Background: an optimization exercise with open tools, aiming at small area. Do not read the settings as production practice. The RTL was checked by simulation tests, not by an equivalence proof against the original design. Power is estimated from default activity; no workload was simulated.

## v6
==> flow/design.v (excerpt) <==
module can_ctrl
(
  input        clk,
  input        rst,
  input  [7:0] wb_dat_i,
  output [7:0] wb_dat_o,
  input        wb_cyc_i,
  input        wb_stb_i,
  input        wb_we_i,
  input  [7:0] wb_adr_i,
  output       wb_ack_o,
  input        rx_i,
  output       tx_o,
  output       bus_off_on,
  output       irq_on,
  output       clkout_o,
  output       self_test_ctrl_o
);
can_top u_can_top
(
  .wb_clk_i         (clk),
  .wb_rst_i         (rst),
  .wb_dat_i         (wb_dat_i),
  .wb_dat_o         (wb_dat_o),
  .wb_cyc_i         (wb_cyc_i),
  .wb_stb_i         (wb_stb_i),
  .wb_we_i          (wb_we_i),
  .wb_adr_i         (wb_adr_i),
  .wb_ack_o         (wb_ack_o),
  .clk_i            (clk),
  .rx_i             (rx_i),
  .tx_o             (tx_o),
  .bus_off_on       (bus_off_on),
  .irq_on           (irq_on),
  .clkout_o         (clkout_o),
  .self_test_ctrl_o (self_test_ctrl_o)
);
endmodule
Size in the first run: roughly 4300 cells after synthesis, about 36 I/O pins, roughly 0.059 sq mm of cells after synthesis.
clock: 10.0 ns
lec_check: 0
cap_margin: 5
core_margin: 2
core_utilization: 70
place_density: 0.8
slew_margin: 5
standard.sh (not shown) runs the stock make flow with config.mk's settings and CLKGATE_MAP_FILE= SYNTH_SCRIPT=/design/flow/synth_recipe.tcl, a recipe that flattens the netlist after the stock synthesis.
==> flow/flow/run.sh <==
#!/bin/bash
# Own layout flow: the standard ORFS flow (standard.sh, with its standard synthesis script
# synth_recipe.tcl) with these changes in how the layout is made:
#  - Yosys's ABC technology-mapping step uses an area-oriented script (flow/abc_map.script)
#    instead of ORFS's delay-oriented abc_speed.script, and adders are left to ABC as plain
#    logic (ADDER_MAP_FILE empty) instead of being mapped to half/full-adder cells. Registers
#    are mapped before ABC runs, so the registers, their names and cell types are those of the
#    standard synthesis;
#  - port buffers use the smallest buffer cell (buf_1);
#  - clock tree synthesis inserts no dummy loads and clusters more sinks per buffer.
# Each tool's full output goes to its ORFS log under orfs/logs; make's output goes to make.log.
set -euo pipefail
W=$(pwd)
rm -rf "$W/scripts"
cp -r "$FLOW_HOME/scripts" "$W/scripts"
cp "$W/flow/abc_map.script" "$W/scripts/abc_speed.script"
export BUFFER_PORTS_ARGS="-buffer_cell sky130_fd_sc_hd__buf_1"
export CTS_ARGS="-sink_clustering_enable -repair_clock_nets -dont_use_dummy_load -sink_clustering_size 25 -sink_clustering_max_diameter 100 -buf_list sky130_fd_sc_hd__clkbuf_16"
bash "$W/standard.sh" SCRIPTS_DIR="$W/scripts" ADDER_MAP_FILE= finish > "$W/make.log" 2>&1
==> flow/flow/abc_map.script <==
strash
&get -n
&st
&deepsyn -T 60
&dch -f
&nf -R 1000 -p -F 16 -A 8 -C 32
&put
topo
Status v6: flow complete, layout not clean - max-capacitance violations, max-slew violations
Inputs modified between v6 and v7:
diff --git a/flow/design.v b/flow/design.v
--- a/flow/design.v
+++ b/flow/design.v
@@ -2022,40 +2022,52 @@
     rx_inter <= 1'b0;
   else if (go_rx_idle | go_rx_id1 | go_overload_frame | go_error_frame)
     rx_inter <= 1'b0;
   else if (go_rx_inter)
     rx_inter <= 1'b1;
 end
-always @ (posedge clk)
+always @ (posedge clk or posedge rst)
 begin
-  if (sample_point & (rx_id1 | rx_id2) & (~bit_de_stuff))
+  if (rst)
+    id <= 29'h0;
+  else if (sample_point & (rx_id1 | rx_id2) & (~bit_de_stuff))
     id <= {id[27:0], sampled_bit};
 end
-always @ (posedge clk)
+always @ (posedge clk or posedge rst)
 begin
-  if (sample_point & rx_rtr1 & (~bit_de_stuff))
+  if (rst)
+    rtr1 <= 1'b0;
+  else if (sample_point & rx_rtr1 & (~bit_de_stuff))
     rtr1 <= sampled_bit;
 end
-always @ (posedge clk)
+always @ (posedge clk or posedge rst)
 begin
-  if (sample_point & rx_rtr2 & (~bit_de_stuff))
+  if (rst)
+    rtr2 <= 1'b0;
+  else if (sample_point & rx_rtr2 & (~bit_de_stuff))
     rtr2 <= sampled_bit;
 end
-always @ (posedge clk)
+always @ (posedge clk or posedge rst)
 begin
-  if (sample_point & rx_ide & (~bit_de_stuff))
+  if (rst)
+    ide <= 1'b0;
+  else if (sample_point & rx_ide & (~bit_de_stuff))
     ide <= sampled_bit;
 end
-always @ (posedge clk)
+always @ (posedge clk or posedge rst)
 begin
-  if (sample_point & rx_dlc & (~bit_de_stuff))
+  if (rst)
+    data_len <= 4'b0;
+  else if (sample_point & rx_dlc & (~bit_de_stuff))
     data_len <= {data_len[2:0], sampled_bit};
 end
-always @ (posedge clk)
+always @ (posedge clk or posedge rst)
 begin
-  if (sample_point & rx_data & (~bit_de_stuff))
+  if (rst)
+    tmp_data <= 8'h0;
+  else if (sample_point & rx_data & (~bit_de_stuff))
     tmp_data <= {tmp_data[6:0], sampled_bit};
 end
 always @ (posedge clk or posedge rst)
 begin
   if (rst)
     write_data_to_tmp_fifo <= 1'b0;
@@ -2075,15 +2087,17 @@
 end
 always @ (posedge clk)
 begin
   if (write_data_to_tmp_fifo)
     tmp_fifo[byte_cnt] <= tmp_data;
 end
-always @ (posedge clk)
+always @ (posedge clk or posedge rst)
 begin
-  if (sample_point & rx_crc & (~bit_de_stuff))
+  if (rst)
+    crc_in <= 15'h0;
+  else if (sample_point & rx_crc & (~bit_de_stuff))
     crc_in <= {crc_in[13:0], sampled_bit};
 end
 always @ (posedge clk or posedge rst)
 begin
   if (rst)
     bit_cnt <= 6'd0;
--- outcome ---
v7 reports a higher post-route non-filler standard cell count than v6 does. v7: global-route usage lower than v6. Changes observed in v7 relative to v6: shortest clock period the worst path allows after layout went up 0.57 ns; overall routed net length fell by 6.0 mm; met2 usage down 2.3 points. v7 finished all stages; the layout is clean. v6 finished every stage; the final checks, however, were not passed, the failures being max-capacitance violations, max-slew violations. v7 vs. v6: synthesized cell count moved up, latest clock arrival within the worst-skew pair comparable, power density over the cells fell by 1.1%, number of clock buffers inserted by TritonCTS flat, wire length of the first global-routing pass lost 2.6%. v6 -> v7: buffers inserted during post-CTS setup optimization delta 0, exact match. Final area delta (v6 -> v7): insignificant.

[separate check: timing with driven ports]
No port has a modelled driver above. Below, the same layouts with a new extraction and two added sets of constraints. Step 1 sets driving cells, clkbuf_16 on the clock port and buf_2 on the other inputs (assumed; they add their load-dependent delay and slew). Step 2 moves the port delays by t, midway between the first and last clock arrival at a register: inputs arrive t later, outputs are due t later. That takes back most of the time a late clock gives input paths. a / b / c = ideal ports / drivers / drivers and shift; a / b = the first two.
| run | t, ns | setup WS [ns] | worst setup path at the end | latest minus earliest clock arrival (ns) |
|---|---|---|---|---|
| v6 | 0.732 | 2.689 / 2.739 / 2.007 | input to register | 0.085 / 0.085 |
| v7 | 0.722 | 2.122 / 2.162 / 1.441 | input to register | 0.085 / 0.085 |
For v6, which loses most, drivers alone change the setup slack by +0.050 ns; drivers and shift together by -0.682 ns.
